From an optimization exercise on the open Yosys and OpenROAD flow, aimed at small area; shortcuts taken in it are not production practice.
Function was checked by simulation only, so behaviour that the tests miss may differ from the original.
Power figures rest on the tool's default switching activity, not on a simulated workload.

File: flow/design.v
module proc(clk, rst, imem_addr, imem_rdata, addr, data_out, dmem_be, dmem_we, dmem_rdata, io_en);
  input clk, rst;
  output wire [31:0] imem_addr;
  input  wire [31:0] imem_rdata;
  output wire [31:0] addr, data_out;
  output wire [3:0] dmem_be;
  output wire dmem_we;
  input  wire [31:0] dmem_rdata;
  output wire io_en;
  wire [31:0] ins = imem_rdata;
  wire [15:0] h = ins[15:0];
  reg  [31:1] pc_q;
  wire [31:0] pc = {pc_q, 1'b0};
  reg  [31:1] pop_q;
  reg  [3:0]  flags;               
  reg  [2:0]  st;                  
  reg  [15:0] plist;
  reg  [3:0]  rnum;
  reg  [31:0] r [0:14];
  wire c_ldst  = h[15:13] == 3'b011;
  wire c_lit   = h[15:11] == 5'b01001;
  wire c_push  = h[15:9]  == 7'b1011010;
  wire c_pop   = h[15:9]  == 7'b1011110;
  wire c_imm8  = h[15:13] == 3'b001;
  wire c_asreg = h[15:10] == 6'b000110;
  wire c_adr   = h[15:12] == 4'b1010;
  wire c_ldsp  = h[15:12] == 4'b1001;
  wire c_asimm = h[15:10] == 6'b000111;
  wire c_shift = (h[15:13] == 3'b000) & ~(h[12] & h[11]);
  wire c_dp    = h[15:10] == 6'b010000;
  wire c_bx    = h[15:8]  == 8'b01000111;
  wire c_spec  = (h[15:10] == 6'b010001) & ~(h[9] & h[8]);
  wire c_rev   = h[15:8]  == 8'b10111010;
  wire c_ext   = h[15:8]  == 8'b10110010;
  wire c_adjsp = h[15:8]  == 8'b10110000;
  wire c_b     = h[15:11] == 5'b11100;
  wire c_bc    = h[15:12] == 4'b1101;
  wire c_bl    = (ins[31:30] == 2'b11) & (h[15:11] == 5'b11110);
  wire c_pp    = c_push | c_pop;
  wire c_br    = c_b | c_bc | c_bl | c_bx;
  wire [3:0] dop = h[9:6];
  wire dp_and = c_dp & (dop == 4'b0000);
  wire dp_eor = c_dp & (dop == 4'b0001);
  wire dp_lsl = c_dp & (dop == 4'b0010);
  wire dp_lsr = c_dp & ((dop == 4'b0011) | (dop == 4'b0100));
  wire dp_adc = c_dp & (dop == 4'b0101);
  wire dp_rsb = c_dp & (dop == 4'b1001);
  wire dp_cmp = c_dp & (dop == 4'b1010);
  wire dp_orr = c_dp & (dop == 4'b1100);
  wire dp_sum = c_dp & ~(dp_and | dp_eor | dp_lsl | dp_lsr | dp_orr);
  wire sh_lsl = c_shift & (h[12:11] == 2'b00);
  wire sh_lsr = c_shift & (h[12:11] != 2'b00);
  wire spec_mov = c_spec & (h[9:8] == 2'b10);
  wire a_pc  = c_adr & ~h[11];                   
  wire a_inc = c_lit | c_b | c_bc | c_bl;        
  wire a_p1  = c_b | c_bc | c_bl;                
  wire spec_cmp = c_spec & (h[9:8] == 2'b01);
  wire imm8_mov = c_imm8 & (h[12:11] == 2'b00);
  localparam S_IDLE = 3'b000, S_INIT = 3'b001, S_SHIFT = 3'b010, S_DONE = 3'b011,
             S_STORE = 3'b100, S_DEC = 3'b110, S_INC = 3'b111;
  wire s_done  = st == S_DONE;
  wire s_store = st == S_STORE;
  wire s_decinc = st[2] & st[1];
  wire s_dec   = st == S_DEC;
  wire [15:0] rlist = c_push ? {1'b0, h[8], 6'b0, h[7:0]} :
                      c_pop  ? {h[8], 7'b0, h[7:0]} : 16'b0;
  wire [15:0] rlist_rev = c_pop ? {h[0], h[1], h[2], h[3], h[4], h[5], h[6], h[7], 7'b0, h[8]} : 16'b0;
  reg [2:0] st_n;
  always @(*) begin
    case (st)
      S_IDLE:  st_n = c_pp ? S_INIT : S_IDLE;
      S_INIT, S_SHIFT:
               st_n = (plist == 16'b0) ? S_DONE : ~plist[0] ? S_SHIFT : c_push ? S_DEC : S_STORE;
      S_DEC:   st_n = S_STORE;
      S_INC:   st_n = S_SHIFT;
      S_STORE: st_n = c_push ? S_SHIFT : S_INC;
      S_DONE:  st_n = S_IDLE;
      default: st_n = S_IDLE;
    endcase
  end
  always @(posedge clk) begin
    if (rst) begin
      st <= S_IDLE;
      plist <= 16'b0;
    end else begin
      st <= st_n;
      case (st)
        S_IDLE:  plist <= c_push ? rlist : rlist_rev;
        S_INIT:  plist <= rlist;
        S_SHIFT: plist <= {1'b0, plist[15:1]};
        default: plist <= plist;
      endcase
    end
  end
  always @(posedge clk) begin
    if (!rst) begin
      case (st)
        S_IDLE:  rnum <= c_push ? 4'hf : 4'h0;
        S_INIT:  rnum <= 4'hf;
        S_SHIFT: rnum <= c_push ? rnum + 4'h1 : rnum - 4'h1;
        default: rnum <= rnum;
      endcase
    end
  end
  wire save_pc = s_store & (rnum == 4'hf) & ~c_push & (plist != 16'b0);
  wire stall = c_pp & ~s_done;
  reg [3:0] ra, rb;
  always @(*) begin
    if (dp_rsb | a_pc | a_inc)     ra = 4'hf;       
    else if (c_dp)                 ra = {1'b0, h[2:0]};
    else if (c_bx | c_spec)        ra = h[6:3];
    else if (c_imm8)               ra = {1'b0, h[10:8]};
    else if (c_adr | c_ldsp | c_adjsp | (c_pp & st[2])) ra = 4'd13;
    else if (c_ldst | c_asreg | c_asimm | c_shift | c_rev | c_ext) ra = {1'b0, h[5:3]};
    else                           ra = 4'd0;
  end
  always @(*) begin
    if (c_ldst)                    rb = {1'b0, h[2:0]};
    else if (c_asreg)              rb = {1'b0, h[8:6]};
    else if (c_dp)                 rb = {1'b0, h[5:3]};
    else if (c_spec & ~spec_mov)   rb = {h[7], h[2:0]};
    else if (c_ldsp)               rb = {1'b0, h[10:8]};
    else if (c_pp)                 rb = rnum;
    else                           rb = 4'd0;
  end
  wire [479:0] rflat;
  wire [14:0] sel0, sel1;
  genvar gr;
  generate for (gr = 0; gr < 15; gr = gr + 1) begin : RSEL
    assign rflat[gr*32 +: 32] = r[gr];
    assign sel0[gr] = ra == gr;
    assign sel1[gr] = rb == gr;
  end endgenerate
  wire [31:0] q0, q1;
  rf_rdport rp1 (.rr(rflat), .s(sel1), .q(q1));
  wire [31:2] inc;
  inc30 uinc (.a(pc[31:2]), .y(inc));
  rf_rdport_a rp0 (.rr(rflat), .s(sel0), .xa(a_pc), .da(pc[31:1]), .xb(a_inc), .db(inc),
                   .xc(a_p1), .q(q0));
  wire [31:0] opa = q0;
  wire b_reg = c_asreg | c_dp | c_spec | (~c_ldst & ~c_lit & ~c_pp & ~c_imm8 & ~c_adr & ~c_ldsp &
               ~c_asimm & ~c_shift & ~c_bx & ~c_rev & ~c_ext & ~c_adjsp & ~c_br);
  reg [31:0] bimm;
  always @(*) begin
    bimm = 32'b0;
    if (c_ldst)       bimm[6:2] = h[12] ? {2'b0, h[10:8]} : h[10:6];
    if (c_lit | c_adr | c_ldsp) bimm[9:2] = h[7:0];
    if (c_imm8 & ~imm8_mov) bimm[7:0] = h[7:0];
    if (c_asimm)      bimm[2:0] = h[8:6];
    if (c_shift)      bimm[4:0] = h[10:6];
    if (c_adjsp)      bimm[8:2] = h[6:0];
    if (c_pp & s_decinc) bimm[2] = 1'b1;
    if (c_b)          bimm = {{20{h[10]}}, h[10:0], 1'b0};
    if (c_bc)         bimm = {{23{h[7]}}, h[7:0], 1'b0};
    if (c_bl)         bimm = {{8{h[10]}}, ~(h[10] ^ ins[29]), ~(h[10] ^ ins[27]), h[9:0], ins[26:16], 1'b0};
  end
  wire [31:0] opb = b_reg ? q1 : bimm;
  wire sub = (c_imm8 & h[11]) | ((c_asreg | c_asimm) & h[9]) | dp_rsb | dp_cmp | spec_cmp |
             (c_adjsp & h[7]) | (c_pp & s_dec);
  wire cin = sub | (dp_adc & flags[1]);
  wire [31:0] bn = sub ? ~opb : opb;
  wire [31:0] sum, pg, gg;
  wire cout;
  padd uadd (.a(opa), .b(bn), .c(cin), .s(sum), .co(cout), .p(pg), .g(gg));
  wire shl = sh_lsl | dp_lsl;
  wire shr = sh_lsr | dp_lsr;
  wire [32:0] shz;                                  
  shl33 ushl (.q(q0), .rev(shr), .b(opb[4:0]), .z(shz));
  wire sh_big = opb[31:6] != 26'b0;
  wire sh_ok  = ~sh_big & ~opb[5];                  
  wire sh_c = ~sh_big & (opb[5] ? shz[0] : shz[32]);
  wire t_sum = c_ldst | c_lit | c_imm8 | c_asreg | c_adr | c_ldsp | c_asimm | dp_sum | c_spec |
               c_adjsp | c_pp | ~(c_ldst | c_lit | c_pp | c_imm8 | c_asreg | c_adr | c_ldsp | c_asimm |
               c_shift | c_dp | c_bx | c_spec | c_rev | c_ext | c_adjsp | c_b | c_bc | c_bl);
  wire t_shl = shl & sh_ok;
  wire t_shr = shr & sh_ok;
  wire t_g = dp_and | dp_orr;
  wire t_p = dp_eor | dp_orr;
  wire e_lo  = c_ext;                        
  wire e_mid = c_ext & ~h[6];                
  wire e_b   = c_ext & ~h[7] & h[6];         
  wire e_h   = c_ext & ~h[7] & ~h[6];        
  wire [31:0] alu_out;
  genvar gb;
  generate for (gb = 0; gb < 32; gb = gb + 1) begin : AO
    if (gb < 8) begin : L
      aor #(7) u (.d({sum[gb], gg[gb], pg[gb], shz[gb], shz[31-gb], q0[31-(gb/8)*8-7+(gb%8)], q0[gb]}),
                  .s({t_sum, t_g, t_p, t_shl, t_shr, c_rev, e_lo}), .y(alu_out[gb]));
    end else if (gb < 16) begin : M
      aor #(8) u (.d({sum[gb], gg[gb], pg[gb], shz[gb], shz[31-gb], q0[31-(gb/8)*8-7+(gb%8)], q0[gb], q0[7]}),
                  .s({t_sum, t_g, t_p, t_shl, t_shr, c_rev, e_mid, e_b}), .y(alu_out[gb]));
    end else begin : H
      aor #(8) u (.d({sum[gb], gg[gb], pg[gb], shz[gb], shz[31-gb], q0[31-(gb/8)*8-7+(gb%8)], q0[7], q0[15]}),
                  .s({t_sum, t_g, t_p, t_shl, t_shr, c_rev, e_b, e_h}), .y(alu_out[gb]));
    end
  end endgenerate
  assign addr = alu_out;
  assign data_out = q1;
  assign dmem_we = ((c_ldst | c_ldsp) & ~h[11]) | (c_push & s_store);
  assign dmem_be = (c_ldst & h[12]) ? (4'b0001 << h[7:6]) : 4'hf;
  assign io_en = (|alu_out[31:24]) & dmem_we;
  wire [1:0] bsel = (c_ldst & h[12]) ? h[7:6] : 2'b00;
  wire [3:0] bs = {4{~rst}} & {bsel == 2'd3, bsel == 2'd2, bsel == 2'd1, bsel == 2'd0};
  wire [31:0] dsh;
  genvar gd;
  generate for (gd = 0; gd < 32; gd = gd + 1) begin : DS
    if (gd < 8) begin : B0
      aor #(4) u (.d({dmem_rdata[gd+24], dmem_rdata[gd+16], dmem_rdata[gd+8], dmem_rdata[gd]}), .s(bs), .y(dsh[gd]));
    end else if (gd < 16) begin : B1
      aor #(3) u (.d({dmem_rdata[gd+16], dmem_rdata[gd+8], dmem_rdata[gd]}), .s(bs[2:0]), .y(dsh[gd]));
    end else if (gd < 24) begin : B2
      aor #(2) u (.d({dmem_rdata[gd+8], dmem_rdata[gd]}), .s(bs[1:0]), .y(dsh[gd]));
    end else begin : B3
      aor #(1) u (.d(dmem_rdata[gd]), .s(bs[0]), .y(dsh[gd]));
    end
  end endgenerate
  wire nr = ~rst;
  wire w_dmem = nr & (c_ldst | c_lit | c_ldsp | (c_pp & ~s_decinc));
  wire w_mov  = nr & spec_mov;
  wire w_imm8 = nr & imm8_mov;
  wire w_lr   = nr & c_bl;
  wire w_alu  = nr & ~(c_ldst | c_lit | c_ldsp | (c_pp & ~s_decinc) | spec_mov | imm8_mov | c_bl);
  wire [31:0] lr = {inc, pc[1], 1'b1};
  wire [31:0] wd;
  genvar gw;
  generate for (gw = 0; gw < 32; gw = gw + 1) begin : WD
    if (gw < 8) begin : L
      aor #(5) u (.d({alu_out[gw], dsh[gw], q0[gw], h[gw], lr[gw]}), .s({w_alu, w_dmem, w_mov, w_imm8, w_lr}), .y(wd[gw]));
    end else begin : H
      aor #(4) u (.d({alu_out[gw], dsh[gw], q0[gw], lr[gw]}), .s({w_alu, w_dmem, w_mov, w_lr}), .y(wd[gw]));
    end
  end endgenerate
  reg [3:0] rw;
  always @(*) begin
    if (c_ldst | c_asreg | c_asimm | c_shift | c_dp | c_rev | c_ext) rw = {1'b0, h[2:0]};
    else if (c_spec)                    rw = {h[7], h[2:0]};
    else if (c_adjsp | c_pp & s_decinc) rw = 4'd13;
    else if (c_bl)                      rw = 4'd14;
    else if (c_pp)                      rw = rnum;
    else                                rw = {1'b0, h[10:8]};
  end
  wire we = (c_ldst & h[11]) | c_lit | (c_imm8 & (h[12:11] != 2'b01)) | c_asreg | c_adr |
            (c_ldsp & h[11]) | c_asimm | c_shift | (c_dp & ~dp_cmp) | (c_spec & ~spec_cmp) |
            c_rev | c_ext | c_adjsp | c_bl | (c_pp & (s_decinc | (s_store & ~c_push)));
  genvar gi;
  generate for (gi = 0; gi < 15; gi = gi + 1) begin : RF
    wire en = rst | (we & (rw == gi));
    always @(posedge clk) if (en) r[gi] <= wd;
  end endgenerate
  wire uns = c_lit | c_ldsp;
  wire c_shcarry = shl;
  wire c_zero = shr | dp_and | dp_eor | dp_orr | c_rev | c_ext;
  wire ovf = sum[31] ? (~opa[31] & ~bn[31]) : (opa[31] & bn[31]);
  wire nf = c_br ? 1'b0 : uns ? cout : sum[31];
  wire zf = c_br ? 1'b1 : ~(|sum);
  wire cf = c_br ? 1'b0 : c_shcarry ? sh_c : c_zero ? 1'b0 : cout;
  wire vf = c_br ? 1'b0 : uns ? cout : ovf;
  wire fn = flags[3], fz = flags[2], fc = flags[1], fv = flags[0];
  reg taken;
  always @(*) begin
    case (h[11:8])
      4'h0: taken = fz;
      4'h1: taken = ~fz;
      4'h2: taken = fc;
      4'h3: taken = ~fc;
      4'h4: taken = fn;
      4'h5: taken = ~fn;
      4'h6: taken = fv;
      4'h7: taken = ~fv;
      4'h8: taken = fc & ~fz;
      4'h9: taken = ~fc | fz;
      4'ha: taken = fn == fv;
      4'hb: taken = fn != fv;
      4'hc: taken = ~fz & (fn == fv);
      4'hd: taken = fz & (fn != fv);
      default: taken = 1'b1;
    endcase
  end
  wire n_br  = nr & (c_bx | c_b | c_bl | (c_bc & taken));
  wire n_pop = nr & c_pop & h[8];
  wire n_seq = nr & ~(c_bx | c_b | c_bl | (c_bc & taken) | (c_pop & h[8]));
  wire n_inc = n_seq & pc[1];
  wire n_pc  = n_seq & ~pc[1];
  wire [31:1] npc;
  aor #(3) unpc1 (.d({sum[1], pop_q[1], 1'b1}), .s({n_br, n_pop, n_pc}), .y(npc[1]));
  genvar gp;
  generate for (gp = 2; gp < 32; gp = gp + 1) begin : NP
    aor #(4) u (.d({sum[gp], pop_q[gp], inc[gp], pc[gp]}), .s({n_br, n_pop, n_inc, n_pc}), .y(npc[gp]));
  end endgenerate
  always @(posedge clk) begin
    if (rst | ~stall) begin
      pc_q <= npc;
      flags <= {nf, zf, cf, vf} & {4{nr}};
    end
  end
  always @(posedge clk) begin
    if (rst | save_pc) pop_q <= dsh[31:1];
  end
  assign imem_addr = pc;
endmodule
module rf_rdport(rr, s, q);
  input [479:0] rr;
  input [14:0] s;
  output [31:0] q;
  genvar j, k;
  generate for (j = 0; j < 32; j = j + 1) begin : B
    wire [4:0] y;
    for (k = 0; k < 5; k = k + 1) begin : G
      rf_aoi222 u (.a1(rr[(3*k)*32+j]), .a2(s[3*k]), .b1(rr[(3*k+1)*32+j]), .b2(s[3*k+1]),
                   .c1(rr[(3*k+2)*32+j]), .c2(s[3*k+2]), .y(y[k]));
    end
    rf_nand5 n (.a(y[0]), .b(y[1]), .c(y[2]), .d(y[3]), .e(y[4]), .y(q[j]));
  end endgenerate
endmodule
module rf_aoi222(a1, a2, b1, b2, c1, c2, y);
  input a1, a2, b1, b2, c1, c2;
  output y;
  assign y = ~((a1 & a2) | (b1 & b2) | (c1 & c2));
endmodule
module rf_nand5(a, b, c, d, e, y);
  input a, b, c, d, e;
  output y;
  assign y = ~(a & b & c & d & e);
endmodule
module aor #(parameter N = 3) (d, s, y);
  input [N-1:0] d, s;
  output y;
  localparam N3 = N / 3;
  localparam R = N % 3;
  localparam G = N3 + R;
  genvar k;
  generate
    if (N == 1) begin : A1
      g_and2 u (.a(d[0]), .b(s[0]), .y(y));
    end else if (N == 2) begin : A2
      g_ao22 u (.a1(d[0]), .a2(s[0]), .b1(d[1]), .b2(s[1]), .y(y));
    end else begin : AN
      wire [G-1:0] gy;
      for (k = 0; k < N3; k = k + 1) begin : T
        rf_aoi222 u (.a1(d[3*k]), .a2(s[3*k]), .b1(d[3*k+1]), .b2(s[3*k+1]), .c1(d[3*k+2]), .c2(s[3*k+2]), .y(gy[k]));
      end
      for (k = 0; k < R; k = k + 1) begin : P
        g_nand2 u (.a(d[3*N3+k]), .b(s[3*N3+k]), .y(gy[N3+k]));
      end
      g_nandn #(G) un (.a(gy), .y(y));
    end
  endgenerate
endmodule
module g_and2(a, b, y);
  input a, b;
  output y;
  assign y = a & b;
endmodule
module g_ao22(a1, a2, b1, b2, y);
  input a1, a2, b1, b2;
  output y;
  assign y = (a1 & a2) | (b1 & b2);
endmodule
module g_nand2(a, b, y);
  input a, b;
  output y;
  assign y = ~(a & b);
endmodule
module g_nandn #(parameter G = 2) (a, y);
  input [G-1:0] a;
  output y;
  assign y = ~(&a);
endmodule
module inc30(a, y);
  input [29:0] a;
  output [29:0] y;
  wire [30:0] c;
  assign c[0] = 1'b1;
  genvar i;
  generate for (i = 0; i < 30; i = i + 1) begin : H
    assign y[i] = a[i] ^ c[i];
    assign c[i+1] = a[i] & c[i];
  end endgenerate
endmodule
module padd(a, b, c, s, co, p, g);
  input [31:0] a, b;
  input c;
  output [31:0] s, p, g;
  output co;
  assign p = a ^ b;
  assign g = a & b;
  wire G0_0 = g[0] | (p[0] & c);
  wire G1_1 = g[1];
  wire P1_1 = p[1];
  wire G2_2 = g[2];
  wire P2_2 = p[2];
  wire G3_3 = g[3];
  wire P3_3 = p[3];
  wire G4_4 = g[4];
  wire P4_4 = p[4];
  wire G5_5 = g[5];
  wire P5_5 = p[5];
  wire G6_6 = g[6];
  wire P6_6 = p[6];
  wire G7_7 = g[7];
  wire P7_7 = p[7];
  wire G8_8 = g[8];
  wire P8_8 = p[8];
  wire G9_9 = g[9];
  wire P9_9 = p[9];
  wire G10_10 = g[10];
  wire P10_10 = p[10];
  wire G11_11 = g[11];
  wire P11_11 = p[11];
  wire G12_12 = g[12];
  wire P12_12 = p[12];
  wire G13_13 = g[13];
  wire P13_13 = p[13];
  wire G14_14 = g[14];
  wire P14_14 = p[14];
  wire G15_15 = g[15];
  wire P15_15 = p[15];
  wire G16_16 = g[16];
  wire P16_16 = p[16];
  wire G17_17 = g[17];
  wire P17_17 = p[17];
  wire G18_18 = g[18];
  wire P18_18 = p[18];
  wire G19_19 = g[19];
  wire P19_19 = p[19];
  wire G20_20 = g[20];
  wire P20_20 = p[20];
  wire G21_21 = g[21];
  wire P21_21 = p[21];
  wire G22_22 = g[22];
  wire P22_22 = p[22];
  wire G23_23 = g[23];
  wire P23_23 = p[23];
  wire G24_24 = g[24];
  wire P24_24 = p[24];
  wire G25_25 = g[25];
  wire P25_25 = p[25];
  wire G26_26 = g[26];
  wire P26_26 = p[26];
  wire G27_27 = g[27];
  wire P27_27 = p[27];
  wire G28_28 = g[28];
  wire P28_28 = p[28];
  wire G29_29 = g[29];
  wire P29_29 = p[29];
  wire G30_30 = g[30];
  wire P30_30 = p[30];
  wire G31_31 = g[31];
  wire P31_31 = p[31];
  wire G1_0 = G1_1 | (P1_1 & G0_0);
  wire G3_2 = G3_3 | (P3_3 & G2_2);
  wire P3_2 = P3_3 & P2_2;
  wire G5_4 = G5_5 | (P5_5 & G4_4);
  wire P5_4 = P5_5 & P4_4;
  wire G7_6 = G7_7 | (P7_7 & G6_6);
  wire P7_6 = P7_7 & P6_6;
  wire G9_8 = G9_9 | (P9_9 & G8_8);
  wire P9_8 = P9_9 & P8_8;
  wire G11_10 = G11_11 | (P11_11 & G10_10);
  wire P11_10 = P11_11 & P10_10;
  wire G13_12 = G13_13 | (P13_13 & G12_12);
  wire P13_12 = P13_13 & P12_12;
  wire G15_14 = G15_15 | (P15_15 & G14_14);
  wire P15_14 = P15_15 & P14_14;
  wire G17_16 = G17_17 | (P17_17 & G16_16);
  wire P17_16 = P17_17 & P16_16;
  wire G19_18 = G19_19 | (P19_19 & G18_18);
  wire P19_18 = P19_19 & P18_18;
  wire G21_20 = G21_21 | (P21_21 & G20_20);
  wire P21_20 = P21_21 & P20_20;
  wire G23_22 = G23_23 | (P23_23 & G22_22);
  wire P23_22 = P23_23 & P22_22;
  wire G25_24 = G25_25 | (P25_25 & G24_24);
  wire P25_24 = P25_25 & P24_24;
  wire G27_26 = G27_27 | (P27_27 & G26_26);
  wire P27_26 = P27_27 & P26_26;
  wire G29_28 = G29_29 | (P29_29 & G28_28);
  wire P29_28 = P29_29 & P28_28;
  wire G31_30 = G31_31 | (P31_31 & G30_30);
  wire P31_30 = P31_31 & P30_30;
  wire G2_0 = G2_2 | (P2_2 & G1_0);
  wire G3_0 = G3_2 | (P3_2 & G1_0);
  wire G6_4 = G6_6 | (P6_6 & G5_4);
  wire P6_4 = P6_6 & P5_4;
  wire G7_4 = G7_6 | (P7_6 & G5_4);
  wire P7_4 = P7_6 & P5_4;
  wire G10_8 = G10_10 | (P10_10 & G9_8);
  wire P10_8 = P10_10 & P9_8;
  wire G11_8 = G11_10 | (P11_10 & G9_8);
  wire P11_8 = P11_10 & P9_8;
  wire G14_12 = G14_14 | (P14_14 & G13_12);
  wire P14_12 = P14_14 & P13_12;
  wire G15_12 = G15_14 | (P15_14 & G13_12);
  wire P15_12 = P15_14 & P13_12;
  wire G18_16 = G18_18 | (P18_18 & G17_16);
  wire P18_16 = P18_18 & P17_16;
  wire G19_16 = G19_18 | (P19_18 & G17_16);
  wire P19_16 = P19_18 & P17_16;
  wire G22_20 = G22_22 | (P22_22 & G21_20);
  wire P22_20 = P22_22 & P21_20;
  wire G23_20 = G23_22 | (P23_22 & G21_20);
  wire P23_20 = P23_22 & P21_20;
  wire G26_24 = G26_26 | (P26_26 & G25_24);
  wire P26_24 = P26_26 & P25_24;
  wire G27_24 = G27_26 | (P27_26 & G25_24);
  wire P27_24 = P27_26 & P25_24;
  wire G30_28 = G30_30 | (P30_30 & G29_28);
  wire P30_28 = P30_30 & P29_28;
  wire G31_28 = G31_30 | (P31_30 & G29_28);
  wire P31_28 = P31_30 & P29_28;
  wire G4_0 = G4_4 | (P4_4 & G3_0);
  wire G5_0 = G5_4 | (P5_4 & G3_0);
  wire G6_0 = G6_4 | (P6_4 & G3_0);
  wire G7_0 = G7_4 | (P7_4 & G3_0);
  wire G12_8 = G12_12 | (P12_12 & G11_8);
  wire P12_8 = P12_12 & P11_8;
  wire G13_8 = G13_12 | (P13_12 & G11_8);
  wire P13_8 = P13_12 & P11_8;
  wire G14_8 = G14_12 | (P14_12 & G11_8);
  wire P14_8 = P14_12 & P11_8;
  wire G15_8 = G15_12 | (P15_12 & G11_8);
  wire P15_8 = P15_12 & P11_8;
  wire G20_16 = G20_20 | (P20_20 & G19_16);
  wire P20_16 = P20_20 & P19_16;
  wire G21_16 = G21_20 | (P21_20 & G19_16);
  wire P21_16 = P21_20 & P19_16;
  wire G22_16 = G22_20 | (P22_20 & G19_16);
  wire P22_16 = P22_20 & P19_16;
  wire G23_16 = G23_20 | (P23_20 & G19_16);
  wire P23_16 = P23_20 & P19_16;
  wire G28_24 = G28_28 | (P28_28 & G27_24);
  wire P28_24 = P28_28 & P27_24;
  wire G29_24 = G29_28 | (P29_28 & G27_24);
  wire P29_24 = P29_28 & P27_24;
  wire G30_24 = G30_28 | (P30_28 & G27_24);
  wire P30_24 = P30_28 & P27_24;
  wire G31_24 = G31_28 | (P31_28 & G27_24);
  wire P31_24 = P31_28 & P27_24;
  wire G8_0 = G8_8 | (P8_8 & G7_0);
  wire G9_0 = G9_8 | (P9_8 & G7_0);
  wire G10_0 = G10_8 | (P10_8 & G7_0);
  wire G11_0 = G11_8 | (P11_8 & G7_0);
  wire G12_0 = G12_8 | (P12_8 & G7_0);
  wire G13_0 = G13_8 | (P13_8 & G7_0);
  wire G14_0 = G14_8 | (P14_8 & G7_0);
  wire G15_0 = G15_8 | (P15_8 & G7_0);
  wire G24_16 = G24_24 | (P24_24 & G23_16);
  wire P24_16 = P24_24 & P23_16;
  wire G25_16 = G25_24 | (P25_24 & G23_16);
  wire P25_16 = P25_24 & P23_16;
  wire G26_16 = G26_24 | (P26_24 & G23_16);
  wire P26_16 = P26_24 & P23_16;
  wire G27_16 = G27_24 | (P27_24 & G23_16);
  wire P27_16 = P27_24 & P23_16;
  wire G28_16 = G28_24 | (P28_24 & G23_16);
  wire P28_16 = P28_24 & P23_16;
  wire G29_16 = G29_24 | (P29_24 & G23_16);
  wire P29_16 = P29_24 & P23_16;
  wire G30_16 = G30_24 | (P30_24 & G23_16);
  wire P30_16 = P30_24 & P23_16;
  wire G31_16 = G31_24 | (P31_24 & G23_16);
  wire P31_16 = P31_24 & P23_16;
  wire G16_0 = G16_16 | (P16_16 & G15_0);
  wire G17_0 = G17_16 | (P17_16 & G15_0);
  wire G18_0 = G18_16 | (P18_16 & G15_0);
  wire G19_0 = G19_16 | (P19_16 & G15_0);
  wire G20_0 = G20_16 | (P20_16 & G15_0);
  wire G21_0 = G21_16 | (P21_16 & G15_0);
  wire G22_0 = G22_16 | (P22_16 & G15_0);
  wire G23_0 = G23_16 | (P23_16 & G15_0);
  wire G24_0 = G24_16 | (P24_16 & G15_0);
  wire G25_0 = G25_16 | (P25_16 & G15_0);
  wire G26_0 = G26_16 | (P26_16 & G15_0);
  wire G27_0 = G27_16 | (P27_16 & G15_0);
  wire G28_0 = G28_16 | (P28_16 & G15_0);
  wire G29_0 = G29_16 | (P29_16 & G15_0);
  wire G30_0 = G30_16 | (P30_16 & G15_0);
  wire G31_0 = G31_16 | (P31_16 & G15_0);
  assign s[0] = p[0] ^ c;
  assign s[1] = p[1] ^ G0_0;
  assign s[2] = p[2] ^ G1_0;
  assign s[3] = p[3] ^ G2_0;
  assign s[4] = p[4] ^ G3_0;
  assign s[5] = p[5] ^ G4_0;
  assign s[6] = p[6] ^ G5_0;
  assign s[7] = p[7] ^ G6_0;
  assign s[8] = p[8] ^ G7_0;
  assign s[9] = p[9] ^ G8_0;
  assign s[10] = p[10] ^ G9_0;
  assign s[11] = p[11] ^ G10_0;
  assign s[12] = p[12] ^ G11_0;
  assign s[13] = p[13] ^ G12_0;
  assign s[14] = p[14] ^ G13_0;
  assign s[15] = p[15] ^ G14_0;
  assign s[16] = p[16] ^ G15_0;
  assign s[17] = p[17] ^ G16_0;
  assign s[18] = p[18] ^ G17_0;
  assign s[19] = p[19] ^ G18_0;
  assign s[20] = p[20] ^ G19_0;
  assign s[21] = p[21] ^ G20_0;
  assign s[22] = p[22] ^ G21_0;
  assign s[23] = p[23] ^ G22_0;
  assign s[24] = p[24] ^ G23_0;
  assign s[25] = p[25] ^ G24_0;
  assign s[26] = p[26] ^ G25_0;
  assign s[27] = p[27] ^ G26_0;
  assign s[28] = p[28] ^ G27_0;
  assign s[29] = p[29] ^ G28_0;
  assign s[30] = p[30] ^ G29_0;
  assign s[31] = p[31] ^ G30_0;
  assign co = G31_0;
endmodule
module shl33(q, rev, b, z);
  input [31:0] q;
  input rev;
  input [4:0] b;
  output [32:0] z;
  wire [4:0] nb = ~b;
  wire [31:0] t0;   
  g_mux2i m0_0 (.a0(q[0]), .a1(q[31]), .s(rev), .y(t0[0]));
  g_mux2i m0_1 (.a0(q[1]), .a1(q[30]), .s(rev), .y(t0[1]));
  g_mux2i m0_2 (.a0(q[2]), .a1(q[29]), .s(rev), .y(t0[2]));
  g_mux2i m0_3 (.a0(q[3]), .a1(q[28]), .s(rev), .y(t0[3]));
  g_mux2i m0_4 (.a0(q[4]), .a1(q[27]), .s(rev), .y(t0[4]));
  g_mux2i m0_5 (.a0(q[5]), .a1(q[26]), .s(rev), .y(t0[5]));
  g_mux2i m0_6 (.a0(q[6]), .a1(q[25]), .s(rev), .y(t0[6]));
  g_mux2i m0_7 (.a0(q[7]), .a1(q[24]), .s(rev), .y(t0[7]));
  g_mux2i m0_8 (.a0(q[8]), .a1(q[23]), .s(rev), .y(t0[8]));
  g_mux2i m0_9 (.a0(q[9]), .a1(q[22]), .s(rev), .y(t0[9]));
  g_mux2i m0_10 (.a0(q[10]), .a1(q[21]), .s(rev), .y(t0[10]));
  g_mux2i m0_11 (.a0(q[11]), .a1(q[20]), .s(rev), .y(t0[11]));
  g_mux2i m0_12 (.a0(q[12]), .a1(q[19]), .s(rev), .y(t0[12]));
  g_mux2i m0_13 (.a0(q[13]), .a1(q[18]), .s(rev), .y(t0[13]));
  g_mux2i m0_14 (.a0(q[14]), .a1(q[17]), .s(rev), .y(t0[14]));
  g_mux2i m0_15 (.a0(q[15]), .a1(q[16]), .s(rev), .y(t0[15]));
  g_mux2i m0_16 (.a0(q[16]), .a1(q[15]), .s(rev), .y(t0[16]));
  g_mux2i m0_17 (.a0(q[17]), .a1(q[14]), .s(rev), .y(t0[17]));
  g_mux2i m0_18 (.a0(q[18]), .a1(q[13]), .s(rev), .y(t0[18]));
  g_mux2i m0_19 (.a0(q[19]), .a1(q[12]), .s(rev), .y(t0[19]));
  g_mux2i m0_20 (.a0(q[20]), .a1(q[11]), .s(rev), .y(t0[20]));
  g_mux2i m0_21 (.a0(q[21]), .a1(q[10]), .s(rev), .y(t0[21]));
  g_mux2i m0_22 (.a0(q[22]), .a1(q[9]), .s(rev), .y(t0[22]));
  g_mux2i m0_23 (.a0(q[23]), .a1(q[8]), .s(rev), .y(t0[23]));
  g_mux2i m0_24 (.a0(q[24]), .a1(q[7]), .s(rev), .y(t0[24]));
  g_mux2i m0_25 (.a0(q[25]), .a1(q[6]), .s(rev), .y(t0[25]));
  g_mux2i m0_26 (.a0(q[26]), .a1(q[5]), .s(rev), .y(t0[26]));
  g_mux2i m0_27 (.a0(q[27]), .a1(q[4]), .s(rev), .y(t0[27]));
  g_mux2i m0_28 (.a0(q[28]), .a1(q[3]), .s(rev), .y(t0[28]));
  g_mux2i m0_29 (.a0(q[29]), .a1(q[2]), .s(rev), .y(t0[29]));
  g_mux2i m0_30 (.a0(q[30]), .a1(q[1]), .s(rev), .y(t0[30]));
  g_mux2i m0_31 (.a0(q[31]), .a1(q[0]), .s(rev), .y(t0[31]));
  wire [32:0] t1;   
  g_nor2 s0_0 (.a(b[0]), .b(t0[0]), .y(t1[0]));
  g_mux2i s0_1 (.a0(t0[1]), .a1(t0[0]), .s(b[0]), .y(t1[1]));
  g_mux2i s0_2 (.a0(t0[2]), .a1(t0[1]), .s(b[0]), .y(t1[2]));
  g_mux2i s0_3 (.a0(t0[3]), .a1(t0[2]), .s(b[0]), .y(t1[3]));
  g_mux2i s0_4 (.a0(t0[4]), .a1(t0[3]), .s(b[0]), .y(t1[4]));
  g_mux2i s0_5 (.a0(t0[5]), .a1(t0[4]), .s(b[0]), .y(t1[5]));
  g_mux2i s0_6 (.a0(t0[6]), .a1(t0[5]), .s(b[0]), .y(t1[6]));
  g_mux2i s0_7 (.a0(t0[7]), .a1(t0[6]), .s(b[0]), .y(t1[7]));
  g_mux2i s0_8 (.a0(t0[8]), .a1(t0[7]), .s(b[0]), .y(t1[8]));
  g_mux2i s0_9 (.a0(t0[9]), .a1(t0[8]), .s(b[0]), .y(t1[9]));
  g_mux2i s0_10 (.a0(t0[10]), .a1(t0[9]), .s(b[0]), .y(t1[10]));
  g_mux2i s0_11 (.a0(t0[11]), .a1(t0[10]), .s(b[0]), .y(t1[11]));
  g_mux2i s0_12 (.a0(t0[12]), .a1(t0[11]), .s(b[0]), .y(t1[12]));
  g_mux2i s0_13 (.a0(t0[13]), .a1(t0[12]), .s(b[0]), .y(t1[13]));
  g_mux2i s0_14 (.a0(t0[14]), .a1(t0[13]), .s(b[0]), .y(t1[14]));
  g_mux2i s0_15 (.a0(t0[15]), .a1(t0[14]), .s(b[0]), .y(t1[15]));
  g_mux2i s0_16 (.a0(t0[16]), .a1(t0[15]), .s(b[0]), .y(t1[16]));
  g_mux2i s0_17 (.a0(t0[17]), .a1(t0[16]), .s(b[0]), .y(t1[17]));
  g_mux2i s0_18 (.a0(t0[18]), .a1(t0[17]), .s(b[0]), .y(t1[18]));
  g_mux2i s0_19 (.a0(t0[19]), .a1(t0[18]), .s(b[0]), .y(t1[19]));
  g_mux2i s0_20 (.a0(t0[20]), .a1(t0[19]), .s(b[0]), .y(t1[20]));
  g_mux2i s0_21 (.a0(t0[21]), .a1(t0[20]), .s(b[0]), .y(t1[21]));
  g_mux2i s0_22 (.a0(t0[22]), .a1(t0[21]), .s(b[0]), .y(t1[22]));
  g_mux2i s0_23 (.a0(t0[23]), .a1(t0[22]), .s(b[0]), .y(t1[23]));
  g_mux2i s0_24 (.a0(t0[24]), .a1(t0[23]), .s(b[0]), .y(t1[24]));
  g_mux2i s0_25 (.a0(t0[25]), .a1(t0[24]), .s(b[0]), .y(t1[25]));
  g_mux2i s0_26 (.a0(t0[26]), .a1(t0[25]), .s(b[0]), .y(t1[26]));
  g_mux2i s0_27 (.a0(t0[27]), .a1(t0[26]), .s(b[0]), .y(t1[27]));
  g_mux2i s0_28 (.a0(t0[28]), .a1(t0[27]), .s(b[0]), .y(t1[28]));
  g_mux2i s0_29 (.a0(t0[29]), .a1(t0[28]), .s(b[0]), .y(t1[29]));
  g_mux2i s0_30 (.a0(t0[30]), .a1(t0[29]), .s(b[0]), .y(t1[30]));
  g_mux2i s0_31 (.a0(t0[31]), .a1(t0[30]), .s(b[0]), .y(t1[31]));
  g_nor2 s0_32 (.a(nb[0]), .b(t0[31]), .y(t1[32]));
  wire [32:0] t2;   
  g_nand2 s1_0 (.a(nb[1]), .b(t1[0]), .y(t2[0]));
  g_nand2 s1_1 (.a(nb[1]), .b(t1[1]), .y(t2[1]));
  g_mux2i s1_2 (.a0(t1[2]), .a1(t1[0]), .s(b[1]), .y(t2[2]));
  g_mux2i s1_3 (.a0(t1[3]), .a1(t1[1]), .s(b[1]), .y(t2[3]));
  g_mux2i s1_4 (.a0(t1[4]), .a1(t1[2]), .s(b[1]), .y(t2[4]));
  g_mux2i s1_5 (.a0(t1[5]), .a1(t1[3]), .s(b[1]), .y(t2[5]));
  g_mux2i s1_6 (.a0(t1[6]), .a1(t1[4]), .s(b[1]), .y(t2[6]));
  g_mux2i s1_7 (.a0(t1[7]), .a1(t1[5]), .s(b[1]), .y(t2[7]));
  g_mux2i s1_8 (.a0(t1[8]), .a1(t1[6]), .s(b[1]), .y(t2[8]));
  g_mux2i s1_9 (.a0(t1[9]), .a1(t1[7]), .s(b[1]), .y(t2[9]));
  g_mux2i s1_10 (.a0(t1[10]), .a1(t1[8]), .s(b[1]), .y(t2[10]));
  g_mux2i s1_11 (.a0(t1[11]), .a1(t1[9]), .s(b[1]), .y(t2[11]));
  g_mux2i s1_12 (.a0(t1[12]), .a1(t1[10]), .s(b[1]), .y(t2[12]));
  g_mux2i s1_13 (.a0(t1[13]), .a1(t1[11]), .s(b[1]), .y(t2[13]));
  g_mux2i s1_14 (.a0(t1[14]), .a1(t1[12]), .s(b[1]), .y(t2[14]));
  g_mux2i s1_15 (.a0(t1[15]), .a1(t1[13]), .s(b[1]), .y(t2[15]));
  g_mux2i s1_16 (.a0(t1[16]), .a1(t1[14]), .s(b[1]), .y(t2[16]));
  g_mux2i s1_17 (.a0(t1[17]), .a1(t1[15]), .s(b[1]), .y(t2[17]));
  g_mux2i s1_18 (.a0(t1[18]), .a1(t1[16]), .s(b[1]), .y(t2[18]));
  g_mux2i s1_19 (.a0(t1[19]), .a1(t1[17]), .s(b[1]), .y(t2[19]));
  g_mux2i s1_20 (.a0(t1[20]), .a1(t1[18]), .s(b[1]), .y(t2[20]));
  g_mux2i s1_21 (.a0(t1[21]), .a1(t1[19]), .s(b[1]), .y(t2[21]));
  g_mux2i s1_22 (.a0(t1[22]), .a1(t1[20]), .s(b[1]), .y(t2[22]));
  g_mux2i s1_23 (.a0(t1[23]), .a1(t1[21]), .s(b[1]), .y(t2[23]));
  g_mux2i s1_24 (.a0(t1[24]), .a1(t1[22]), .s(b[1]), .y(t2[24]));
  g_mux2i s1_25 (.a0(t1[25]), .a1(t1[23]), .s(b[1]), .y(t2[25]));
  g_mux2i s1_26 (.a0(t1[26]), .a1(t1[24]), .s(b[1]), .y(t2[26]));
  g_mux2i s1_27 (.a0(t1[27]), .a1(t1[25]), .s(b[1]), .y(t2[27]));
  g_mux2i s1_28 (.a0(t1[28]), .a1(t1[26]), .s(b[1]), .y(t2[28]));
  g_mux2i s1_29 (.a0(t1[29]), .a1(t1[27]), .s(b[1]), .y(t2[29]));
  g_mux2i s1_30 (.a0(t1[30]), .a1(t1[28]), .s(b[1]), .y(t2[30]));
  g_mux2i s1_31 (.a0(t1[31]), .a1(t1[29]), .s(b[1]), .y(t2[31]));
  g_mux2i s1_32 (.a0(t1[32]), .a1(t1[30]), .s(b[1]), .y(t2[32]));
  wire [32:0] t3;   
  g_nor2 s2_0 (.a(b[2]), .b(t2[0]), .y(t3[0]));
  g_nor2 s2_1 (.a(b[2]), .b(t2[1]), .y(t3[1]));
  g_nor2 s2_2 (.a(b[2]), .b(t2[2]), .y(t3[2]));
  g_nor2 s2_3 (.a(b[2]), .b(t2[3]), .y(t3[3]));
  g_mux2i s2_4 (.a0(t2[4]), .a1(t2[0]), .s(b[2]), .y(t3[4]));
  g_mux2i s2_5 (.a0(t2[5]), .a1(t2[1]), .s(b[2]), .y(t3[5]));
  g_mux2i s2_6 (.a0(t2[6]), .a1(t2[2]), .s(b[2]), .y(t3[6]));
  g_mux2i s2_7 (.a0(t2[7]), .a1(t2[3]), .s(b[2]), .y(t3[7]));
  g_mux2i s2_8 (.a0(t2[8]), .a1(t2[4]), .s(b[2]), .y(t3[8]));
  g_mux2i s2_9 (.a0(t2[9]), .a1(t2[5]), .s(b[2]), .y(t3[9]));
  g_mux2i s2_10 (.a0(t2[10]), .a1(t2[6]), .s(b[2]), .y(t3[10]));
  g_mux2i s2_11 (.a0(t2[11]), .a1(t2[7]), .s(b[2]), .y(t3[11]));
  g_mux2i s2_12 (.a0(t2[12]), .a1(t2[8]), .s(b[2]), .y(t3[12]));
  g_mux2i s2_13 (.a0(t2[13]), .a1(t2[9]), .s(b[2]), .y(t3[13]));
  g_mux2i s2_14 (.a0(t2[14]), .a1(t2[10]), .s(b[2]), .y(t3[14]));
  g_mux2i s2_15 (.a0(t2[15]), .a1(t2[11]), .s(b[2]), .y(t3[15]));
  g_mux2i s2_16 (.a0(t2[16]), .a1(t2[12]), .s(b[2]), .y(t3[16]));
  g_mux2i s2_17 (.a0(t2[17]), .a1(t2[13]), .s(b[2]), .y(t3[17]));
  g_mux2i s2_18 (.a0(t2[18]), .a1(t2[14]), .s(b[2]), .y(t3[18]));
  g_mux2i s2_19 (.a0(t2[19]), .a1(t2[15]), .s(b[2]), .y(t3[19]));
  g_mux2i s2_20 (.a0(t2[20]), .a1(t2[16]), .s(b[2]), .y(t3[20]));
  g_mux2i s2_21 (.a0(t2[21]), .a1(t2[17]), .s(b[2]), .y(t3[21]));
  g_mux2i s2_22 (.a0(t2[22]), .a1(t2[18]), .s(b[2]), .y(t3[22]));
  g_mux2i s2_23 (.a0(t2[23]), .a1(t2[19]), .s(b[2]), .y(t3[23]));
  g_mux2i s2_24 (.a0(t2[24]), .a1(t2[20]), .s(b[2]), .y(t3[24]));
  g_mux2i s2_25 (.a0(t2[25]), .a1(t2[21]), .s(b[2]), .y(t3[25]));
  g_mux2i s2_26 (.a0(t2[26]), .a1(t2[22]), .s(b[2]), .y(t3[26]));
  g_mux2i s2_27 (.a0(t2[27]), .a1(t2[23]), .s(b[2]), .y(t3[27]));
  g_mux2i s2_28 (.a0(t2[28]), .a1(t2[24]), .s(b[2]), .y(t3[28]));
  g_mux2i s2_29 (.a0(t2[29]), .a1(t2[25]), .s(b[2]), .y(t3[29]));
  g_mux2i s2_30 (.a0(t2[30]), .a1(t2[26]), .s(b[2]), .y(t3[30]));
  g_mux2i s2_31 (.a0(t2[31]), .a1(t2[27]), .s(b[2]), .y(t3[31]));
  g_mux2i s2_32 (.a0(t2[32]), .a1(t2[28]), .s(b[2]), .y(t3[32]));
  wire [32:0] t4;   
  g_nand2 s3_0 (.a(nb[3]), .b(t3[0]), .y(t4[0]));
  g_nand2 s3_1 (.a(nb[3]), .b(t3[1]), .y(t4[1]));
  g_nand2 s3_2 (.a(nb[3]), .b(t3[2]), .y(t4[2]));
  g_nand2 s3_3 (.a(nb[3]), .b(t3[3]), .y(t4[3]));
  g_nand2 s3_4 (.a(nb[3]), .b(t3[4]), .y(t4[4]));
  g_nand2 s3_5 (.a(nb[3]), .b(t3[5]), .y(t4[5]));
  g_nand2 s3_6 (.a(nb[3]), .b(t3[6]), .y(t4[6]));
  g_nand2 s3_7 (.a(nb[3]), .b(t3[7]), .y(t4[7]));
  g_mux2i s3_8 (.a0(t3[8]), .a1(t3[0]), .s(b[3]), .y(t4[8]));
  g_mux2i s3_9 (.a0(t3[9]), .a1(t3[1]), .s(b[3]), .y(t4[9]));
  g_mux2i s3_10 (.a0(t3[10]), .a1(t3[2]), .s(b[3]), .y(t4[10]));
  g_mux2i s3_11 (.a0(t3[11]), .a1(t3[3]), .s(b[3]), .y(t4[11]));
  g_mux2i s3_12 (.a0(t3[12]), .a1(t3[4]), .s(b[3]), .y(t4[12]));
  g_mux2i s3_13 (.a0(t3[13]), .a1(t3[5]), .s(b[3]), .y(t4[13]));
  g_mux2i s3_14 (.a0(t3[14]), .a1(t3[6]), .s(b[3]), .y(t4[14]));
  g_mux2i s3_15 (.a0(t3[15]), .a1(t3[7]), .s(b[3]), .y(t4[15]));
  g_mux2i s3_16 (.a0(t3[16]), .a1(t3[8]), .s(b[3]), .y(t4[16]));
  g_mux2i s3_17 (.a0(t3[17]), .a1(t3[9]), .s(b[3]), .y(t4[17]));
  g_mux2i s3_18 (.a0(t3[18]), .a1(t3[10]), .s(b[3]), .y(t4[18]));
  g_mux2i s3_19 (.a0(t3[19]), .a1(t3[11]), .s(b[3]), .y(t4[19]));
  g_mux2i s3_20 (.a0(t3[20]), .a1(t3[12]), .s(b[3]), .y(t4[20]));
  g_mux2i s3_21 (.a0(t3[21]), .a1(t3[13]), .s(b[3]), .y(t4[21]));
  g_mux2i s3_22 (.a0(t3[22]), .a1(t3[14]), .s(b[3]), .y(t4[22]));
  g_mux2i s3_23 (.a0(t3[23]), .a1(t3[15]), .s(b[3]), .y(t4[23]));
  g_mux2i s3_24 (.a0(t3[24]), .a1(t3[16]), .s(b[3]), .y(t4[24]));
  g_mux2i s3_25 (.a0(t3[25]), .a1(t3[17]), .s(b[3]), .y(t4[25]));
  g_mux2i s3_26 (.a0(t3[26]), .a1(t3[18]), .s(b[3]), .y(t4[26]));
  g_mux2i s3_27 (.a0(t3[27]), .a1(t3[19]), .s(b[3]), .y(t4[27]));
  g_mux2i s3_28 (.a0(t3[28]), .a1(t3[20]), .s(b[3]), .y(t4[28]));
  g_mux2i s3_29 (.a0(t3[29]), .a1(t3[21]), .s(b[3]), .y(t4[29]));
  g_mux2i s3_30 (.a0(t3[30]), .a1(t3[22]), .s(b[3]), .y(t4[30]));
  g_mux2i s3_31 (.a0(t3[31]), .a1(t3[23]), .s(b[3]), .y(t4[31]));
  g_mux2i s3_32 (.a0(t3[32]), .a1(t3[24]), .s(b[3]), .y(t4[32]));
  wire [32:0] t5;   
  g_nor2 s4_0 (.a(b[4]), .b(t4[0]), .y(t5[0]));
  g_nor2 s4_1 (.a(b[4]), .b(t4[1]), .y(t5[1]));
  g_nor2 s4_2 (.a(b[4]), .b(t4[2]), .y(t5[2]));
  g_nor2 s4_3 (.a(b[4]), .b(t4[3]), .y(t5[3]));
  g_nor2 s4_4 (.a(b[4]), .b(t4[4]), .y(t5[4]));
  g_nor2 s4_5 (.a(b[4]), .b(t4[5]), .y(t5[5]));
  g_nor2 s4_6 (.a(b[4]), .b(t4[6]), .y(t5[6]));
  g_nor2 s4_7 (.a(b[4]), .b(t4[7]), .y(t5[7]));
  g_nor2 s4_8 (.a(b[4]), .b(t4[8]), .y(t5[8]));
  g_nor2 s4_9 (.a(b[4]), .b(t4[9]), .y(t5[9]));
  g_nor2 s4_10 (.a(b[4]), .b(t4[10]), .y(t5[10]));
  g_nor2 s4_11 (.a(b[4]), .b(t4[11]), .y(t5[11]));
  g_nor2 s4_12 (.a(b[4]), .b(t4[12]), .y(t5[12]));
  g_nor2 s4_13 (.a(b[4]), .b(t4[13]), .y(t5[13]));
  g_nor2 s4_14 (.a(b[4]), .b(t4[14]), .y(t5[14]));
  g_nor2 s4_15 (.a(b[4]), .b(t4[15]), .y(t5[15]));
  g_mux2i s4_16 (.a0(t4[16]), .a1(t4[0]), .s(b[4]), .y(t5[16]));
  g_mux2i s4_17 (.a0(t4[17]), .a1(t4[1]), .s(b[4]), .y(t5[17]));
  g_mux2i s4_18 (.a0(t4[18]), .a1(t4[2]), .s(b[4]), .y(t5[18]));
  g_mux2i s4_19 (.a0(t4[19]), .a1(t4[3]), .s(b[4]), .y(t5[19]));
  g_mux2i s4_20 (.a0(t4[20]), .a1(t4[4]), .s(b[4]), .y(t5[20]));
  g_mux2i s4_21 (.a0(t4[21]), .a1(t4[5]), .s(b[4]), .y(t5[21]));
  g_mux2i s4_22 (.a0(t4[22]), .a1(t4[6]), .s(b[4]), .y(t5[22]));
  g_mux2i s4_23 (.a0(t4[23]), .a1(t4[7]), .s(b[4]), .y(t5[23]));
  g_mux2i s4_24 (.a0(t4[24]), .a1(t4[8]), .s(b[4]), .y(t5[24]));
  g_mux2i s4_25 (.a0(t4[25]), .a1(t4[9]), .s(b[4]), .y(t5[25]));
  g_mux2i s4_26 (.a0(t4[26]), .a1(t4[10]), .s(b[4]), .y(t5[26]));
  g_mux2i s4_27 (.a0(t4[27]), .a1(t4[11]), .s(b[4]), .y(t5[27]));
  g_mux2i s4_28 (.a0(t4[28]), .a1(t4[12]), .s(b[4]), .y(t5[28]));
  g_mux2i s4_29 (.a0(t4[29]), .a1(t4[13]), .s(b[4]), .y(t5[29]));
  g_mux2i s4_30 (.a0(t4[30]), .a1(t4[14]), .s(b[4]), .y(t5[30]));
  g_mux2i s4_31 (.a0(t4[31]), .a1(t4[15]), .s(b[4]), .y(t5[31]));
  g_mux2i s4_32 (.a0(t4[32]), .a1(t4[16]), .s(b[4]), .y(t5[32]));
  assign z = t5;
endmodule
module g_mux2i(a0, a1, s, y);
  input a0, a1, s;
  output y;
  assign y = ~(s ? a1 : a0);
endmodule
module g_nor2(a, b, y);
  input a, b;
  output y;
  assign y = ~(a | b);
endmodule
module rf_rdport_a(rr, s, xa, da, xb, db, xc, q);
  input [479:0] rr;
  input [14:0] s;
  input xa, xb, xc;
  input [31:1] da;
  input [31:2] db;
  output [31:0] q;
  wire xac = xa | xc;
  genvar j, k;
  generate for (j = 0; j < 32; j = j + 1) begin : B
    wire [4:0] y;
    for (k = 0; k < 5; k = k + 1) begin : G
      rf_aoi222 u (.a1(rr[(3*k)*32+j]), .a2(s[3*k]), .b1(rr[(3*k+1)*32+j]), .b2(s[3*k+1]),
                   .c1(rr[(3*k+2)*32+j]), .c2(s[3*k+2]), .y(y[k]));
    end
    if (j == 0) begin : N0
      rf_nand5 n (.a(y[0]), .b(y[1]), .c(y[2]), .d(y[3]), .e(y[4]), .y(q[j]));
    end else if (j == 1) begin : N1
      rf_nand5o1 n (.a(y[0]), .b(y[1]), .c(y[2]), .d(y[3]), .e(y[4]), .f1(xac), .f2(da[1]), .y(q[j]));
    end else begin : N2
      rf_nand5o2 n (.a(y[0]), .b(y[1]), .c(y[2]), .d(y[3]), .e(y[4]), .f1(xa), .f2(da[j]),
                    .g1(xb), .g2(db[j]), .y(q[j]));
    end
  end endgenerate
endmodule
module rf_nand5o1(a, b, c, d, e, f1, f2, y);
  input a, b, c, d, e, f1, f2;
  output y;
  assign y = ~(a & b & c & d & e) | (f1 & f2);
endmodule
module rf_nand5o2(a, b, c, d, e, f1, f2, g1, g2, y);
  input a, b, c, d, e, f1, f2, g1, g2;
  output y;
  assign y = ~(a & b & c & d & e) | (f1 & f2) | (g1 & g2);
endmodule
File: flow/flow/run.sh
#!/bin/bash
# The standard ORFS layout with two changes: the port buffers use a small buffer cell
# (sky130_fd_sc_hd__buf_1) instead of the default delay-buffer choice, and clock tree synthesis
# runs without dummy loads (same clock buffer list and clustering as config.mk).
set -euo pipefail
CTS="-sink_clustering_enable -repair_clock_nets -dont_use_dummy_load"
CTS="$CTS -buf_list sky130_fd_sc_hd__clkbuf_16 -sink_clustering_size 24 -sink_clustering_max_diameter 80"
bash standard.sh BUFFER_PORTS_ARGS="-buffer_cell sky130_fd_sc_hd__buf_1" CTS_ARGS="$CTS" finish > standard_flow.log 2>&1
File: flow/standard.sh
#!/bin/bash
# synth_recipe.tcl (not shown) runs the flow's synth.tcl, then flattens the netlist and writes it again
# the make line also repeats each setting of config.mk as NAME=value (left out here)
make -C /OpenROAD-flow-scripts/flow DESIGN_CONFIG=/design/flow/config.mk WORK_HOME=/design/flow/orfs CLKGATE_MAP_FILE= SYNTH_SCRIPT=/design/flow/synth_recipe.tcl "${@:-finish}"
File: flow/config.mk
export PLATFORM = sky130hd
export DESIGN_NAME = proc
export DESIGN_NICKNAME = proc
export VERILOG_FILES = /design/flow/design.v
export SDC_FILE = /design/flow/constraint.sdc
export NUM_CORES = 4
export LEC_CHECK = 0
export CAP_MARGIN = 10
export CORE_MARGIN = 2
export CORE_UTILIZATION = 45
export CTS_BUF_LIST = sky130_fd_sc_hd__clkbuf_16
export CTS_CLUSTER_DIAMETER = 80
export CTS_CLUSTER_SIZE = 24
export SLEW_MARGIN = 10
export SYNTH_HIERARCHICAL = 1
File: flow/constraint.sdc
create_clock -name core_clock -period 22.0 [get_ports {clk}]
set_input_delay 4.4000 -clock core_clock [delete_from_list [all_inputs] [get_ports {clk}]]
set_output_delay 4.4000 -clock core_clock [all_outputs]
set_load 0.01 [all_outputs]
==> results.ini <==
[power_and_ir_drop]
p_per_area_nw_per_um2 = 114.3
swShare = 0.4328
power_frac_seq = 0.422
p_sw_uw = 1738
power.share.combinational = 0.422
p_int_uw = 2277
vdd_ir_drop_max_mv = 0.07613
leakage_uw = 0.01259
clkPwrFrac = 0.155
finalPower_uw = 4015

[clock_tree]
clk_pin_slew_ps = 60
cts_resized = 0
tritoncts = built
cts_root_buffer = clkbuf_16
cts_hold_buf = 0
cts_max_level = 2
postCtsSetupBuffers = 0
cts_buffers = 34
cts.sinks = 569
insertion_delay_ps = 610
cts_buffer_depth = 3

[setup_path]
r2r_setup_slack_ps = 11350
worst_setup_path_start_kind = primary input
critPathArrivalTime_ps = 13270
end_kind = output port
cp_max_fo = 34
cp.required_ps = 17600
crit_type = primary input to output port

[grt]
grt-ovfl-total = 0
grt_util_all_layers = 0.3893
grt_max_degree = 38
grt_pass1_vias = 27280
antenna_found_initial = 10
grt_pass1_wl_um = 199500

[route]
wl_per_cell_um = 38.37
dr.pass1.iters = 14
viasPerCell = 7.755
drc_errors = 0
vias = 29070
routed_wl_um = 143900
ant_nets = 0
drt-initial-drc-count = 7965

[placed_design]
place_congestion = 1.010
hpwl_um = 94510
port_buffers = 165

[synth]
yosysUniqueCellTypes = 100
synth-edff-count = 550
ys_seq_area_frac = 0.5375
synthesis.area_um2 = 31440
synth_flop_cell = edfxtp_1
yosysMostFrequentCell = edfxtp_1
synth_area_leaders = edfxtp_1 (53%), a222oi_1 (15%), mux2i_1 (5.5%)
yosys.area.top_type_share = 0.5254
syn_avg_cell_area_um2 = 12.24
yosysWarnings = 8
synth-async-reset-ratio = 0
yosysTopAreaCell = edfxtp_1
synthTopCellsByCount = edfxtp_1 (550), a222oi_1 (470), nand2_1 (305)
ys_ff_latch = 569
syn_inst = 2568

[timing]
rsz0062_at_grt = false
slew-limit-headroom = 0.1533
worst_pin_slew_ps = 1260
hold_viol_final = 0
slew_violations = 0
skew_ps = 92.46
min_period_ps = 17670
period_share = 0.8031
setup_viol = 0
fmax_mhz = 56.60
tns_ps = 0

[die]
initial_core_util = 0.4568
core_area_um2 = 68830
fp-row-count = 96
dieArea_um2 = 71990
io_pins = 168
die_x_um = 268.3
die_h_um = 268.3

[layout]
area_delta_synth_final_pct = 11.73
nets = 2950
drive_gt1_frac = 0.08816

[worst_hold_path]
hp-class = register to register

[run]
max_cap_viol_count = 0

[run_status]
status = complete, no violations

==> per-module statistics from Yosys, one instance, submodules excluded, a selection <==
| module | times used | flip-flops and latches | area [um2] |
|---|---|---|---|
| proc | 1 | 569 | 21000 |
| padd | 1 | 0 | 1434 |
| inc30 | 1 | 0 | 362.8 |
| rf_nand5o2 | 30 | 0 | 23.77 |
| rf_nand5o1 | 1 | 0 | 16.27 |
| rf_nand5 | 33 | 0 | 11.26 |
| shl33 | 1 | 0 | 11.26 |
| g_mux2i | 165 | 0 | 10.01 |
| rf_aoi222 | 463 | 0 | 10.01 |
| g_ao22 | 8 | 0 | 8.758 |
| g_and2 | 8 | 0 | 6.256 |
| rf_rdport_a | 1 | 0 | 6.256 |
| g_nand2 | 144 | 0 | 3.754 |
| g_nor2 | 22 | 0 | 3.754 |
==> worst max-delay path: stages <==
cell,delay [ps]
buf_1,70
buf_4,340
nand4b_2,310
nor2_1,630
nand2_1,210
a21boi_0,240
or2_2,460
nor2_4,100
buf_4,560
a222oi_1,220
and3_1,270
nand3_1,270
a221o_2,910
xor2_1,300
ha_1,430
a211oi_2,90
o21ai_2,300
o211a_4,230
a21oi_4,100
o41ai_2,630
o41ai_2,120
xnor2_1,140
buf_4,190
nand2_1,70
nand4_1,390
nor4_1,770
a211oi_1,260
buf_1,190
==> final cells by class <==
type | count | area [um2]
Antenna cell | 5 | 12.51
Clock buffer | 34 | 850.8
Fill cell | 6070 | 33700
Inverter | 41 | 153.9
Multi-Input combinational cell | 1894 | 14600
Sequential cell | 569 | 16900
Tap cell | 931 | 1165
Timing Repair Buffer | 275 | 1446
==> cells by family after synthesis <==
logic type,share of synthesized area
AO/OA/AOI/OAI,0.2206
XOR/XNOR,0.01779
adder cells (fa/ha/maj),0.02945
buffers and inverters,0.01477
flip-flops,0.5375
multiplexers,0.05592
other,0.0002389
AND/OR/NAND/NOR,0.1238
==> final timing paths <==
path | startpoint | endpoint | cells after the start
setup / recovery | imem_rdata[12] | io_en | 28
hold / removal | plist[6] | plist[6] | 2
setup reg to reg | pc_q[3] | r[14][0] | 40
hold reg to reg | plist[6] | plist[6] | 2
==> per-layer routing <==
metal | up-vias | GRT usage | wire (um) | share of wire
met5 | - | 0 | 22 | 0.00015
met4 | 4 | 0.1854 | 7849 | 0.055
met3 | 445 | 0.1176 | 22840 | 0.16
met2 | 2612 | 0.5757 | 61340 | 0.43
met1 | 14250 | 0.5233 | 51810 | 0.36
li1 | 11770 | - | - | -
==> sequential cells by signal (all words and copies together) (netlist names) <==
name,flops
rnum,4
pc_q,31
pop_q,31
st,3
plist,16
flags,4
r,480
==> layout by cell type, fill, tap and decap left out, types with 39 or more instances in the layout <==
cell,n
a21oi_1,62
a222oi_1,470
a22o_1,39
buf_1,164
buf_4,110
edfxtp_1,550
ha_1,62
inv_1,39
mux2i_1,173
nand2_1,304
nand3_1,98
nor2_1,98
==> power groups by stage <==
stage	Combinational [uW]	Sequential (uW)	Clock [uW]
global route	1750	1720	663
global placement	1600	1690	0
floorplan	905	1670	0
CTS	1620	1690	624
finish	1700	1700	624
detailed placement	1620	1710	0
==> stage by stage <==
stage / utilization / worst slack [ps] / area (um2) / hold WS, ps / std cells
2_1_floorplan: - / 6003 / 31440 / 487.6 / 2569
3_3_place_gp: 0.4978 / 4844 / 34260 / 499.8 / 3710
3_5_place_dp: 0.4978 / 4709 / 34260 / 505.2 / 3710
4_1_cts: 0.5102 / 4691 / 35110 / 516.2 / 3744
5_1_grt: 0.5102 / 4116 / 35110 / 547.7 / 3744
6_report: 0.5103 / 4333 / 35120 / 518.8 / 3749

re-timing with driven ports:
The flow's constraints put no driver on any port. The routed layout listed below was extracted and timed again, unchanged, in two steps.
Step 1 sets driving cells, clkbuf_16 on the clock port and buf_2 on the other inputs (assumed; they add their load-dependent delay and slew).
Step 2 moves the port delays by t, midway between the first and last clock arrival at a register: inputs arrive t later, outputs are due t later. That takes back most of the time a late clock gives input paths.
a / b / c = ideal / step 1 / step 2; a / b = the first two.
shift t [ns]: 0.629
setup WS [ns]: 4.333 / 4.307 / 4.307
worst setup path after step 2: input to output
clock arrival spread, ns: 0.092 / 0.092
After both steps this run still meets setup and hold. For this run, drivers alone change the setup slack by -0.026 ns; drivers and shift together by -0.026 ns.
